Source: an optimization exercise on an open RTL-to-GDS flow (aim: small area). Production flows keep margins and buffers that such runs may drop. Only simulation tests tie the RTL to the original design; equivalence was not proved. Power figures rest on the tool's default switching activity, not on a simulated workload.

--- flow/config.mk ---
export PLATFORM = sky130hd
export DESIGN_NAME = circle
export DESIGN_NICKNAME = circle
export VERILOG_FILES = /design/flow/design.v
export SDC_FILE = /design/flow/constraint.sdc
export NUM_CORES = 4
export LEC_CHECK = 0
export CAP_MARGIN = 20
export CORE_MARGIN = 2
export CORE_UTILIZATION = 40
export CTS_BUF_LIST = sky130_fd_sc_hd__clkbuf_8
export SLEW_MARGIN = 20
--- flow/run.sh ---
#!/bin/bash
# synth_recipe.tcl (not shown) runs the flow's synth.tcl, then flattens the netlist and writes it again
# the make line also repeats each setting of config.mk as NAME=value (left out here)
make -C /OpenROAD-flow-scripts/flow DESIGN_CONFIG=/design/flow/config.mk WORK_HOME=/design/flow/orfs CLKGATE_MAP_FILE= SYNTH_SCRIPT=/design/flow/synth_recipe.tcl finish
--- flow/constraint.sdc ---
create_clock -name core_clock -period 20.0 [get_ports {CLK}]
set_input_delay 4.0000 -clock core_clock [delete_from_list [all_inputs] [get_ports {CLK}]]
set_output_delay 4.0000 -clock core_clock [all_outputs]
set_load 0.01 [all_outputs]
--- flow/design.v ---
module circle(CLK, RESET, center_x, center_y, HSYNC, VSYNC, R, G, B);
	input		CLK, RESET;
	input	[10:0] center_x, center_y;
	output 	HSYNC, VSYNC;
	output	R, G, B;
	reg [10:0]	pixel_col;
	reg [9:0]	pixel_row;
	reg			row_inc;
	reg			INSIDE;
	reg			GB;		 
	wire col_last = pixel_col[10] & (&pixel_col[3:0]);
	wire row_last = pixel_row[9] & pixel_row[7] & pixel_row[4] & pixel_row[3] & pixel_row[0];
	always @(posedge CLK) begin
		if (RESET | col_last) pixel_col <= 11'd0;
		else pixel_col <= pixel_col + 11'd1;
		row_inc <= ~RESET & col_last;
		if (RESET | row_last) pixel_row <= 10'd0;
		else if (row_inc) pixel_row <= pixel_row + 10'd1;
		INSIDE <= in_circle;
		GB <= ~INSIDE;
	end
	wire visible = (pixel_col > 11'd104) & (pixel_col < 11'd904) & (pixel_row > 10'd23) & (pixel_row < 10'd623);
	assign HSYNC = ~((pixel_col >= 11'd919) & ~col_last);
	assign VSYNC = ~((pixel_row >= 10'd659) & ~row_last);
	assign R = visible;
	assign G = visible & GB;
	assign B = visible & GB;
	wire [11:0] ax = {1'b0, pixel_col} - {1'b0, center_x};
	wire [11:0] ay = {2'b0, pixel_row} - {1'b0, center_y};
	wire sx = ax[11], sy = ay[11];
	wire x_near = (ax[10:7] == {4{sx}});
	wire y_near = (ay[10:7] == {4{sy}});
	wire [7:0] dx = {1'b0, ax[6:0] ^ {7{sx}}} + {7'd0, sx};
	reg [6:0] fx;
	always @(*) begin
		case (dx[6:0])
			7'd0: fx = 7'd100;
			7'd1: fx = 7'd99;
			7'd2: fx = 7'd99;
			7'd3: fx = 7'd99;
			7'd4: fx = 7'd99;
			7'd5: fx = 7'd99;
			7'd6: fx = 7'd99;
			7'd7: fx = 7'd99;
			7'd8: fx = 7'd99;
			7'd9: fx = 7'd99;
			7'd10: fx = 7'd99;
			7'd11: fx = 7'd99;
			7'd12: fx = 7'd99;
			7'd13: fx = 7'd99;
			7'd14: fx = 7'd99;
			7'd15: fx = 7'd98;
			7'd16: fx = 7'd98;
			7'd17: fx = 7'd98;
			7'd18: fx = 7'd98;
			7'd19: fx = 7'd98;
			7'd20: fx = 7'd97;
			7'd21: fx = 7'd97;
			7'd22: fx = 7'd97;
			7'd23: fx = 7'd97;
			7'd24: fx = 7'd97;
			7'd25: fx = 7'd96;
			7'd26: fx = 7'd96;
			7'd27: fx = 7'd96;
			7'd28: fx = 7'd96;
			7'd29: fx = 7'd95;
			7'd30: fx = 7'd95;
			7'd31: fx = 7'd95;
			7'd32: fx = 7'd94;
			7'd33: fx = 7'd94;
			7'd34: fx = 7'd94;
			7'd35: fx = 7'd93;
			7'd36: fx = 7'd93;
			7'd37: fx = 7'd92;
			7'd38: fx = 7'd92;
			7'd39: fx = 7'd92;
			7'd40: fx = 7'd91;
			7'd41: fx = 7'd91;
			7'd42: fx = 7'd90;
			7'd43: fx = 7'd90;
			7'd44: fx = 7'd89;
			7'd45: fx = 7'd89;
			7'd46: fx = 7'd88;
			7'd47: fx = 7'd88;
			7'd48: fx = 7'd87;
			7'd49: fx = 7'd87;
			7'd50: fx = 7'd86;
			7'd51: fx = 7'd86;
			7'd52: fx = 7'd85;
			7'd53: fx = 7'd84;
			7'd54: fx = 7'd84;
			7'd55: fx = 7'd83;
			7'd56: fx = 7'd82;
			7'd57: fx = 7'd82;
			7'd58: fx = 7'd81;
			7'd59: fx = 7'd80;
			7'd60: fx = 7'd80;
			7'd61: fx = 7'd79;
			7'd62: fx = 7'd78;
			7'd63: fx = 7'd77;
			7'd64: fx = 7'd76;
			7'd65: fx = 7'd75;
			7'd66: fx = 7'd75;
			7'd67: fx = 7'd74;
			7'd68: fx = 7'd73;
			7'd69: fx = 7'd72;
			7'd70: fx = 7'd71;
			7'd71: fx = 7'd70;
			7'd72: fx = 7'd69;
			7'd73: fx = 7'd68;
			7'd74: fx = 7'd67;
			7'd75: fx = 7'd66;
			7'd76: fx = 7'd64;
			7'd77: fx = 7'd63;
			7'd78: fx = 7'd62;
			7'd79: fx = 7'd61;
			7'd80: fx = 7'd60;
			7'd81: fx = 7'd58;
			7'd82: fx = 7'd57;
			7'd83: fx = 7'd55;
			7'd84: fx = 7'd54;
			7'd85: fx = 7'd52;
			7'd86: fx = 7'd51;
			7'd87: fx = 7'd49;
			7'd88: fx = 7'd47;
			7'd89: fx = 7'd45;
			7'd90: fx = 7'd43;
			7'd91: fx = 7'd41;
			7'd92: fx = 7'd39;
			7'd93: fx = 7'd36;
			7'd94: fx = 7'd34;
			7'd95: fx = 7'd31;
			7'd96: fx = 7'd28;
			7'd97: fx = 7'd24;
			7'd98: fx = 7'd19;
			7'd99: fx = 7'd14;
			7'd100: fx = 7'd0;
			7'd101: fx = 7'd0;
			7'd102: fx = 7'd0;
			7'd103: fx = 7'd0;
			7'd104: fx = 7'd0;
			7'd105: fx = 7'd0;
			7'd106: fx = 7'd0;
			7'd107: fx = 7'd0;
			7'd108: fx = 7'd0;
			7'd109: fx = 7'd0;
			7'd110: fx = 7'd0;
			7'd111: fx = 7'd0;
			7'd112: fx = 7'd0;
			7'd113: fx = 7'd0;
			7'd114: fx = 7'd0;
			7'd115: fx = 7'd0;
			7'd116: fx = 7'd0;
			7'd117: fx = 7'd0;
			7'd118: fx = 7'd0;
			7'd119: fx = 7'd0;
			7'd120: fx = 7'd0;
			7'd121: fx = 7'd0;
			7'd122: fx = 7'd0;
			7'd123: fx = 7'd0;
			7'd124: fx = 7'd0;
			7'd125: fx = 7'd0;
			7'd126: fx = 7'd0;
			7'd127: fx = 7'd0;
		endcase
	end
	wire [7:0] ty = {1'b0, fx} + {1'b0, ay[6:0] ^ {7{~sy}}} + {7'd0, ~sy};
	wire in_circle = x_near & ~dx[7] & (dx[6:0] <= 7'd100) & y_near & ty[7];
endmodule
==> summary.txt <==
[power breakdown]
| part | leakage [uW] | switching, uW | internal [uW] |
|---|---|---|---|
| Combinational | 0.00143 | 84.5 | 54.8 |
| Clock | 0.0000357 | 16.0 | 26.8 |
| Sequential | 0.000194 | 0.837 | 48.3 |
[kinds of logic (layout without fill, tap and decap cells)]
family | Yosys count | count (layout) | share of synthesized area, %
XOR/XNOR | 43 | 43 | 12.6
AND/OR/NAND/NOR | 166 | 166 | 22.1
multiplexers | 7 | 7 | 1.99
buffers and inverters | 58 | 74 | 6.74
adder cells (fa/ha/maj) | 40 | 40 | 14.4
flip-flops | 24 | 24 | 13.4
AO/OA/AOI/OAI | 144 | 144 | 28.8
[flip-flops by register name (all words and copies together), names as in the netlist]
name / cells
INSIDE: 1
GB: 1
row_inc: 1
pixel_row: 10
pixel_col: 11
[worst max path at each step]
stage,endpoint,start,cells after the start,slack [ns]
final,INSIDE,center_x[1],26,10.32
after global routing,INSIDE,center_x[1],26,9.82
after CTS,INSIDE,center_x[1],26,10.37
after detailed placement,INSIDE,center_x[1],26,10.16
after global placement,INSIDE,center_x[1],26,10.25
after floorplan,INSIDE,center_x[1],27,11.27
[layer usage]
metal  wire length, um  global-route usage, %
met1              4230                   25.1
met2              3920                   30.0
met3               315                   1.06
met4                71                   3.37
met5                 0                      0
[critical path: stages]
cell and delay [ns]:
sky130_fd_sc_hd__clkdlybuf4s50_1 0.45, sky130_fd_sc_hd__inv_1 0.06, sky130_fd_sc_hd__ha_1 0.28, sky130_fd_sc_hd__nor2b_2 0.18, sky130_fd_sc_hd__o2111a_1 0.26, sky130_fd_sc_hd__o21a_2 0.27, sky130_fd_sc_hd__o21a_4 0.29, sky130_fd_sc_hd__xnor2_1 0.15
sky130_fd_sc_hd__ha_1 0.57, sky130_fd_sc_hd__inv_1 0.20, sky130_fd_sc_hd__ha_1 0.23, sky130_fd_sc_hd__o21ai_0 0.07, sky130_fd_sc_hd__o21bai_1 0.08, sky130_fd_sc_hd__a221o_1 0.31, sky130_fd_sc_hd__a2111oi_0 0.50, sky130_fd_sc_hd__a31oi_1 0.08
sky130_fd_sc_hd__a32oi_1 0.34, sky130_fd_sc_hd__ha_1 0.21, sky130_fd_sc_hd__nand2_1 0.05, sky130_fd_sc_hd__nor2_1 0.20, sky130_fd_sc_hd__o211ai_1 0.13, sky130_fd_sc_hd__a311oi_1 0.24, sky130_fd_sc_hd__mux2i_1 0.11, sky130_fd_sc_hd__o221ai_1 0.19
sky130_fd_sc_hd__o311ai_1 0.15, sky130_fd_sc_hd__a211oi_1 0.27
[stage by stage]
stage	worst slack, ns	hold WS, ns	cells	cell area (um^2)	util (%)
6_report	10.32	0.386	606	4000	45.9
3_5_place_dp	10.16	0.348	602	3930	45.0
2_1_floorplan	11.27	0.338	482	3580	-
5_1_grt	9.82	0.405	606	4000	45.9
3_3_place_gp	10.25	0.365	602	3930	45.0
4_1_cts	10.37	0.385	606	4000	45.9
[area by class of cell]
class,instances,area [um^2]
inverter,39,146
fill,871,4720
sequential,24,480
clock inverter,1,30.0
clock buffer,3,41.3
multi-input combinational,400,2860
timing repair buffer,31,303
tap,108,135
[cells in the mapped netlist (all sizes together), types with 5 or more instances]
cell     n  area share [%]
dfxtp   24              13
o21ai   31             4.6
o221ai   5             1.2
xor2    19             5.3
a211oi   6             1.3
o21a     6             1.5
a21oi   34             4.7
buf     10             1.7
a31oi    6             1.0
nand3   14             2.0
a21o     8             1.7
nand2   42             4.4
nand4    8             1.4
xnor2   23             6.7
nand2b   5            0.87
mux2i    6             1.7
o211ai   7             1.6
inv     39             4.1
nor2    55             5.8
or3      6             1.0
clkbuf   9            0.94
ha      38              13
nor3    16             2.2
==> impl_table.tex <==
\begin{tabular}{lr}
\hline
Metric & Value \\
\hline
\multicolumn{2}{l}{\textbf{Global route}} \\
\quad Wire length of the first global-routing pass & roughly 15000 um \\
\quad Overflow left after global routing & 0 \\
\quad Maximum number of pins on one net before global-route repair & 23 \\
\quad Initial antenna violation count & 0 \\
\quad Global router's overall resource usage & $\sim$18\% \\
\quad Via count of the first global-routing pass & 3285 \\
\multicolumn{2}{l}{\textbf{Worst hold path}} \\
\quad Endpoint of the worst hold path & GB \\
\quad Startpoint of the worst hold path & INSIDE \\
\quad Hold Path Depth & 1 \\
\quad Path type of the worst min-delay path & reg -> reg \\
\multicolumn{2}{l}{\textbf{Floorplanning}} \\
\quad Site Rows & 34 \\
\quad Initial cell density of the core & between 40\% and 50\% \\
\quad Area inside the core boundary & approximately 8700 um\^{}2 \\
\quad Chip width & 98.7 um \\
\quad Die Outline Area & 9730 um\^{}2 \\
\quad Boundary Pins & 29 \\
\quad Die Span Y & 98.7 um \\
\multicolumn{2}{l}{\textbf{Clock tree}} \\
\quad Clock-pin slew on the worst setup and hold paths & 0.09 ns \\
\quad Depth of the CTS H-tree & 1 \\
\quad Post-cts repair resize count & 0 \\
\quad Total clock buffers created by CTS & 3 \\
\quad Clock Sink Count & 24 \\
\quad TritonCTS clock tree & yes \\
\quad CTS Root Cell & sky130\_fd\_sc\_hd\_\_clkbuf\_8 \\
\quad Deepest clock path buffer count & 2 \\
\quad Insertion delay of the later-clocked pin in the worst-skew pair & 0.27 ns \\
\quad Hold buffer count at cts & 0 \\
\quad Setup repair bufs after CTS & 0 \\
\multicolumn{2}{l}{\textbf{Drt}} \\
\quad Vias per Instance & 5.64 \\
\quad Post-DRT Antenna Nets & 0 \\
\quad Via count & 3416 \\
\quad Wire length per cell after detailed routing & 14.1 um \\
\quad 1st-iter DRT viols & around 110 \\
\quad Detailed-routing iteration count for the pre-antenna-repair pass & 5 \\
\quad Number of remaining DRC errors & 0 \\
\quad Wire length after detailed routing & between 8000 and 9000 um \\
\multicolumn{2}{l}{\textbf{Synthesis}} \\
\quad Number of unique standard cell types used by synthesis & 73 \\
\quad Synth Area per Inst & 7.44 um\^{}2 \\
\quad Cell count after synthesis & 482 \\
\quad Post-Syn Nets & 546 \\
\quad Post-synth EDFFs & 0 \\
\quad Post-synth design cell area & 3580 um\^{}2 \\
\quad Seq/Total Area, Yosys & between 10\% and 20\% \\
\quad Fraction of registers with async set/reset & 0\% \\
\quad Main flop type after synthesis & sky130\_fd\_sc\_hd\_\_dfxtp\_1 \\
\quad Number of warning messages in the yosys log & 1 \\
\quad Register bit total from synthesis & 24 \\
\multicolumn{2}{l}{\textbf{Timing}} \\
\quad Max-slew violations & 0 \\
\quad Final period util & 48.4\% \\
\quad Final setup violation count & 0 \\
\quad Transition at the pin with the smallest max-transition slack & around 0.90 ns \\
\quad Unrepaired setup endpoints after global routing & false \\
\quad Time the final worst path needs with I/O delays and setup & 9.68 ns \\
\quad Final hold vios & 0 \\
\quad Max Clock Skew & 0.00611 ns \\
\quad Final setup TNS & 0 ns \\
\quad Relative max-transition margin & 39.8\% \\
\quad Highest Clock Rate & 103 MHz \\
\multicolumn{2}{l}{\textbf{Layout}} \\
\quad Number of nets in the finished design & about 560 \\
\quad Ratio of cells with drive above 1 in the final layout & 6.22\% \\
\quad Antenna cell count & 0 \\
\quad Most frequent cells in the layout & sky130\_fd\_sc\_hd\_\_nor2\_1 (54), sky130\_fd\_sc\_hd\_\_nand2\_1 (42), sky130\_fd\_sc\_hd\_\_inv\_1 (38), sky130\_fd\_sc\_hd\_\_ha\_1 (38), sky130\_fd\_sc\_hd\_\_a21oi\_1 (34) \\
\quad Area overhead of the layout relative to synthesis & 11.6\% \\
\quad Most common cell after layout, fill and taps aside & sky130\_fd\_sc\_hd\_\_nor2\_1 \\
\multicolumn{2}{l}{\textbf{Outcome}} \\
\quad Status & finished clean \\
\multicolumn{2}{l}{\textbf{Placement}} \\
\quad Port Buf Inserts & 28 \\
\quad Placer Congestion & 0.876 \\
\quad HPWL reported at the end of detailed placement & between 6000 and 7000 um \\
\multicolumn{2}{l}{\textbf{Power and ir drop}} \\
\quad Power density over the cells & $\sim$58 nW/um\^{}2 \\
\quad Worst VDD drop & about 37 uV \\
\quad Leakage & 0.00166 uW \\
\quad Total power consumption of the routed design & around 230 uW \\
\multicolumn{2}{l}{\textbf{Critical path}} \\
\quad Max Fanout on Critical Path & 15 \\
\quad RR Endpoint & INSIDE \\
\quad Crit Reg-Reg Startpoint & pixel\_col[1] \\
\quad Reg-to-reg slack, setup & 14.13 ns \\
\quad Worst Setup End Kind & register \\
\quad Worst r2r path cells & 24 \\
\quad Type of element launching the critical path & input port \\
\quad Start-to-end type of the worst setup path & in -> reg \\
\quad Arrival time of data at the critical path endpoint & between 9 and 10 ns \\
\quad Required time of the critical path & 20.18 ns \\
\multicolumn{2}{l}{\textbf{Run}} \\
\quad \# Max-Cap Violations & 0 \\
\hline
\end{tabular}

-- what the ideal ports hide --
No port has a modelled driver above. Below, the same layout with a new extraction and two added sets of constraints.
Step 1: set_driving_cell puts a clkbuf_16 on CLK and a buf_2 on each other input, an assumption about the parent block.
Step 2 also shifts input and output timing later by t, the mid clock arrival at the registers, as if the neighbouring blocks saw the same clock.
Slacks: ideal / step 1 / step 2; pairs: ideal / step 1.
shift t [ns]: 0.293
setup slack, ns: 10.324 / 10.328 / 10.035
worst setup path after step 2: input to register
slew at the worst register clock pin (ns): 0.09 / 0.09
cell pins on the clock port's net: 1
After both steps setup and hold are still met in this run. The setup slack of this run moves by +0.004 ns with the drivers and by -0.289 ns with both steps.
